Source: an optimization exercise on an open RTL-to-GDS flow (aim: small area, a short achievable clock period and few clock cycles per item). Production flows keep margins and buffers that such runs may drop. In this exercise RTL edits were held to simulation tests only and were not proved equivalent to the original. Power and IR drop assume default switching activity.

File: design/flow/config.mk
export PLATFORM = sky130hd
export DESIGN_NAME = fpadd
export DESIGN_NICKNAME = fpadd
export VERILOG_FILES = /design/flow/design.v
export SDC_FILE = /design/flow/constraint.sdc
export NUM_CORES = 4
export LEC_CHECK = 0
export CAP_MARGIN = 20
export CORE_MARGIN = 2
export CORE_UTILIZATION = 40
export SLEW_MARGIN = 20
File: design/flow/constraint.sdc
create_clock -name core_clock -period 5.0 [get_ports {clk}]
set_input_delay 1.0000 -clock core_clock [delete_from_list [all_inputs] [get_ports {clk}]]
set_output_delay 1.0000 -clock core_clock [all_outputs]
set_load 0.01 [all_outputs]
File: design/flow/design.v
module fpadd (
    clk, reset, start,
    a, b,
    sum, 
    done
);
    input clk, reset, start;
    input [31:0] a, b;
    output [31:0] sum;
    output done;
    reg sign_a, sign_b, sign_r;
    reg [7:0] exp_a, exp_b, exp_r;
	reg [25:0] mant_a, mant_b;
    reg [25:0] mant_r;
	reg [31:0] sum;  
	reg done;
    reg [23:0] mant_sum;
    parameter IDLE = 3'b000;
    parameter SIGN = 3'b001;
    parameter SHIFT = 3'b010;
    parameter ADD = 3'b011;
	parameter RESSIGN = 3'b100;
    parameter NORM = 3'b101;
    parameter SEARCH = 3'b110;
	parameter FIN = 3'b111;
    reg[2:0] pres_state;
	always @(posedge clk) begin
	    if(reset) begin
			exp_a <= 0; exp_b <= 0; exp_r <= 0;
			mant_a <= 0; mant_b <= 0; mant_r <= 0;
			sign_a <= 0; sign_b <= 0; sign_r <= 0;
			done <= 0; sum <= 0; mant_sum <= 0;
    	end
    	else if(start) begin
	    	sign_a <= a[31];
	    	sign_b <= b[31];
			exp_a <= a[30:23];
			exp_b <= b[30:23];
			mant_a <= {3'b001, a[22:0]};  
			mant_b <= {3'b001, b[22:0]};  
	    	done <= 0;
	    	pres_state <= IDLE;
	    end
	    else begin
	    	case(pres_state)
			IDLE:  
	    	begin
		    	if ((exp_a == 8'b0) && (mant_a[22:0] == 22'b0 && mant_a[23] == 1'b1)) begin
					sum <= {sign_b, exp_b, mant_b[22:0]};
					done <= 1;
					pres_state <= FIN;
		    	end
	    		else if ((exp_b == 8'b0) && (mant_b[22:0] == 22'b0 && mant_b[23] == 1'b1)) begin
					sum <= {sign_a, exp_a, mant_a[22:0]};
					done <= 1;
					pres_state <= FIN;
		    	end
				else if (exp_a == 8'b11111111) begin
					sum <= {sign_a, exp_a, mant_a[22:0]};
					done <= 1;
					pres_state <= FIN;
				end
				else if (exp_b == 8'b11111111) begin
					sum <= {sign_b, exp_b, mant_b[22:0]};
					done <= 1;
					pres_state <= FIN;
				end
				else begin
					pres_state <= SIGN;
				end
			end	
			SIGN:  
			begin
				if (sign_a) begin
					mant_a <= ~mant_a + 1;
				end	
				if (sign_b) begin
					mant_b <= ~mant_b + 1;
				end	
				pres_state <= SHIFT;
			end
			SHIFT:  
			begin
				if(exp_a > exp_b) begin
					mant_b <= {sign_b, mant_b[25:1]};  
					exp_b <= exp_b + 1;
					exp_r <= exp_a;
				end
				else if(exp_a < exp_b) begin
					mant_a <= {sign_a, mant_a[25:1]};  
					exp_a <= exp_a + 1;
					exp_r <= exp_b;
				end
				else
					exp_r <= exp_a;
				pres_state <= (exp_a == exp_b) ? ADD : pres_state;
			end
			ADD:  
			begin
				mant_r <= mant_a + mant_b;
				pres_state <= RESSIGN;
			end
			RESSIGN:  
			begin
				if (mant_r[25] == 1) begin
					sign_r <= 1;
					mant_r <= -mant_r;
				end else begin
					sign_r <= 0;
				end
				pres_state <= NORM;
			end
			NORM:  
			begin
				if (mant_r == 0) begin
					exp_r <= 0;
					pres_state <= FIN;
				end else if ((mant_r[24] == 0) && (mant_r[23] == 1)) begin
					pres_state <= FIN;
				end else if (mant_r[24] == 1) begin
					mant_r <= mant_r >> 1;
					exp_r  <= exp_r + 1;
					pres_state <= FIN;
				end else
					pres_state <= SEARCH;
			end
			SEARCH:  
			begin
				if(mant_r[23] != 1) begin
					mant_r <= mant_r << 1;
					exp_r  <= exp_r - 1;
					pres_state <= SEARCH;
				end else
					pres_state <= FIN;
			end
			FIN:
			begin
				if (!done) begin
					sum <= {sign_r, exp_r, {mant_r[22:0]}};
					done <= 1;
				end
			end
			endcase
	    end
	end
endmodule
File: design/flow/run.sh
#!/bin/bash
# synth_recipe.tcl (not shown) runs the flow's synth.tcl, then flattens the netlist and writes it again
# the make line also repeats each setting of config.mk as NAME=value (left out here)
make -C /OpenROAD-flow-scripts/flow DESIGN_CONFIG=/design/flow/config.mk WORK_HOME=/design/flow/orfs CLKGATE_MAP_FILE= SYNTH_SCRIPT=/design/flow/synth_recipe.tcl finish
==> summary.txt <==
- The run finished with no timing, DRC or antenna violations.
- From synthesis to final layout, the design area changed by 16.5%.
- The layout has 2684 filler cells.
- The final layout contains 1622 nets.
- The via count of the first global-routing pass came to 10500.
- The wire length per cell is 20.8 um.
- The path type of the worst min-delay path is reg -> reg.
- The critical path class is reg -> reg.
- The maximum fanout count along the critical path is 30.
- The delay contributed by the slowest stage of the critical path is 0.57 ns.
- The wire length of the first global-routing pass is 60500 um.
- The CTS tree is built.
- The number of synthesized flops with an enable pin is 3.
- Setup repair after global routing left no endpoint under its margin.
- The slowest stage cell on the critical path is or4_1.
- Of the total synthesized cell area, the portion taken by XOR and XNOR cells is 0.0423.
- The die covers 28200 um^2.
- The critical path ends at sum[10].
- The largest total area in the synthesized netlist belongs to dfxtp_1.
- The detailed-router iteration count before antenna repair is 5.
- The remaining global-route overflow is 0.
- The final routed DRC violation total is 0.
- CTS saw 141 sinks.
- The final cycle utilization of the critical path is 0.723.
- The sequential-to-total area share from yosys stat is 0.265.
- The cell sitting at the root of the clock tree is a clkbuf_16.
- After the first detailed-routing iteration, the DRC count stood at 1170.
- Of the total synthesized cell area, the portion taken by AND, OR, NAND and NOR gates is 0.235.
- The die is 168 um wide.
- In this run, CTS created clock tree buffers numbering 17.
- The worst pin sits at a relative slew slack of 0.248.
- The post-CTS setup buffer count is 0.
- After synthesis, the largest family of logic cells by area is compound AO/OA/AOI/OAI gates.
- In this run the cell area of the synthesized design comes to 10800 um^2.
- STA puts the critical path data required time at 5.32 ns.
- In the synthesized netlist the async set-or-reset flop fraction comes to 0.
- In the synthesized netlist, the number of instances is 1488.
- The initial utilization of the core area, before any placement, comes to 0.404.
- The worst setup path is captured at a flip-flop.
- The most instantiated flip-flop cell in the synthesis netlist is dfxtp_1.
- The startpoint of the worst setup timing path is mant_b[1].
- The setup slack of the most critical reg-to-reg path is 1.39 ns.
- Across the run, the number of max-cap violations was 0.
- After synthesis, the most frequently instantiated cells are nor2_1 (174), a21oi_1 (173), dfxtp_1 (138).
- The leakage power is 4.88 nW.
- The H-tree was split into 4 levels.
- The clock latency reported for the late side of the worst-skew pair is 0.44 ns.
- Of the post-synthesis cell area, the dominant cell type holds 0.257.
- Using the TritonRoute via totals, the vias-per-cell ratio works out to 6.21.
- The die outline height is 168 um.
- Of the total synthesized cell area, the portion taken by full adders, half adders and majority gates is 0.0507.
- Synthesis instantiated 75 different standard cells from the library.
- Data on the critical path arrives at its endpoint at 3.93 ns.
- In the final timing run, aggregate negative setup slack is 0 ns.
- Counting along the longest clock path gives a buffer depth of 2.
- Clock-pin slew was measured on the worst setup and hold paths at 0.07 ns.
- After clock tree synthesis, the flow added hold-fix buffers numbering 0.
- The worst vdd rail ir drop is 0.185 mV.
- Gates resized during post-CTS repair numbered 0.
- 0 antenna diodes ended up in the layout.
- During placement, the flow inserted port buffers numbering 99.
- The clock period minus final worst setup slack is 3.61 ns.
- The number of failing setup endpoints in the final timing report is 0.
- The number of placed instances, taps included, is 1834.
- The fraction of the mapped netlist area in compound gates is 0.319.
- The transition time at the pin with the least slew margin is 1.12 ns.
- Traced cell by cell, the critical path runs through inv_1 > ha_1 > or4b_4 > or4_1 > nor4_4 > nor4_1 > o22a_1 > nor2_4 > nor2_2 > buf_4 > a22o_1.
- The number of hold-slack violations in the final timing report is 0.
- The number of pins exceeding their max-slew limit in the final report is 0.
- Summed over all nets, the half-perimeter wirelength after detailed placement is 28000 um.
- After the flow finishes, the layout carries non-filler instances totaling 1866.
- In this run the standard cell core region covers 26700 um^2.
- Between clock sinks in the finished design, the worst skew comes to 0.0163 ns.
- The average instance in the mapped netlist occupies 7.23 um^2.
- Entering global routing, the biggest net connects 83 pins.
- Row generation in the floorplan step produced 60 rows.
- The synthesized net count is 1598.
- The count of vias placed by the detailed router is 11600.
- Among all cell types in the netlist, the one instantiated most often is nor2_1.
- The warning count from the yosys run is 1.
- The logic depth of the worst register-to-register path is 11.
- The upper clock frequency limit is 0.277 GHz.
- For this design the top-level I/O count stands at 100.
- Yosys attributes the largest share of cell area to dfxtp_1 (26%), a21oi_1 (8.0%), nor2_1 (6.1%), o21ai_0 (5.2%), ha_1 (4.9%).
- The number of antenna-violating nets in the routed design is 0.
- Measured against the total synthesized area, the mux share comes to 0.0279.
- Routability-driven placement finished with a final weighted congestion of 0.932.
- The launch instance of the worst register-to-register path is mant_b[1].
- Summed over all layers, the routed wires come to 38800 um.
- The worst setup path is launched from a flip-flop.
- For this run, the total global-route usage over all layers was measured as 0.271.
- The capture instance of the worst register-to-register path is sum[10].
- The flip-flop and latch count after synthesis is 141.
- In the final layout, the share of cells above drive strength 1 is 0.0557.
- The number of antenna violations at the first check in global routing is 0.
- The power density over cell area is 306 nW/um^2.
report_power, final:
part	internal, W	total [W]	switching [W]
Combinational	0.000427	0.00108	0.000652
Sequential	0.00120	0.00137	0.000165
Clock	0.000824	0.00139	0.000566
state kept, by name, indices dropped and copies added, names as in the netlist:
name / count
sign_r: 1
mant_r: 26
sign_b: 1
sum: 32
exp_a: 8
done: 1
mant_b: 26
mant_a: 26
pres_state: 3
exp_b: 8
exp_r: 8
sign_a: 1
final cells by class:
cell class                 instances  area, um^2  share of cell area
clock buffer                      19         453              0.0362
clock inverter                    13         179              0.0143
inverter                          42         158              0.0126
multi-input combinational       1186        7290               0.582
sequential                       141        2850               0.228
tap                              341         427              0.0341
timing repair buffer             124        1170              0.0935
cell families after synthesis:
| family | count (synthesis) |
|---|---|
| xor+xnor | 52 |
| flops | 141 |
| compound gates | 535 |
| buf+inv | 161 |
| mux | 30 |
| simple gates | 526 |
| fa+ha+maj | 43 |
stage by stage:
step	total power [W]	hold slack, ns	setup WS, ns	util	instance area [um^2]
floorplan	0.00210	0.461	2.03	-	10800
global placement	0.00244	0.471	1.55	0.446	11900
detailed placement	0.00244	0.471	1.46	0.446	11900
CTS	0.00383	0.487	1.44	0.470	12500
global route	0.00402	0.499	1.25	0.470	12500
finish	0.00384	0.486	1.39	0.470	12500
worst min path at each step:
stage	start	to	cells past startpoint
floorplan	sign_r	sign_r	2
global placement	sum[26]	sum[26]	1
detailed placement	sum[14]	sum[14]	1
CTS	sum[14]	sum[14]	1
global route	sum[27]	sum[27]	1
finish	sum[14]	sum[14]	1
worst max-delay path, delay by kind of cell, from the launching register on:
kind                       cells  cell delay [ns]
adders and majority gates      1             0.22
buffers and inverters          2             0.38
and+or+nand+nor                6             1.92
AOI/OAI and AO/OA              2             0.56
DFF                            1             0.40
cells in the final DEF, fill, tap and decap left out, types with 17 or more instances in the layout:
cell type        count
nand3_1             31
nand2_1            114
a22o_1              35
a211oi_1            41
buf_4               26
nor2_1             171
a21oi_1            173
xor2_1              20
clkbuf_16           17
clkdlybuf4s50_1     97
o31ai_1             18
inv_1               41
xnor2_1             32
or3_1               20
nor3_1              75
a221oi_1            22
a22oi_1             17
ha_1                42
nor4_1              23
mux2i_1             30
dfxtp_1            138
o21ai_0            112
metal layers:
metal  part of all wire  global-route usage
met5                  0                   0
met2               0.43               0.406
met1               0.47               0.401
met4              0.017              0.0699
met3              0.080              0.0437
Testbench counts, summed over its fixed seeds: cycles 62,905, items 4,800.

[static timing again, ports no longer ideal]
In the flow no input, the clock included, has a driving cell. The finished layout below was timed again as built, in two steps.
Step 1: set_driving_cell puts a clkbuf_16 on clk and a buf_2 on each other input, an assumption about the parent block.
Step 2 adds t to the input delays and takes it off the output delays; t is the mean of the earliest and latest rising clock arrival at the registers after step 1. Input paths then give back, and output paths get back, about the clock's delay inside the block.
a / b / c = ideal ports / drivers / drivers and shift; a / b = the first two.
t, ns: 0.480
slack for setup (ns): 1.387 / 1.387 / 1.387
worst data-port slew with drivers (ns): 0.05
After both steps this run still meets setup and hold. The setup slack of this run moves by 0.000 ns with the drivers and by 0.000 ns with both steps.
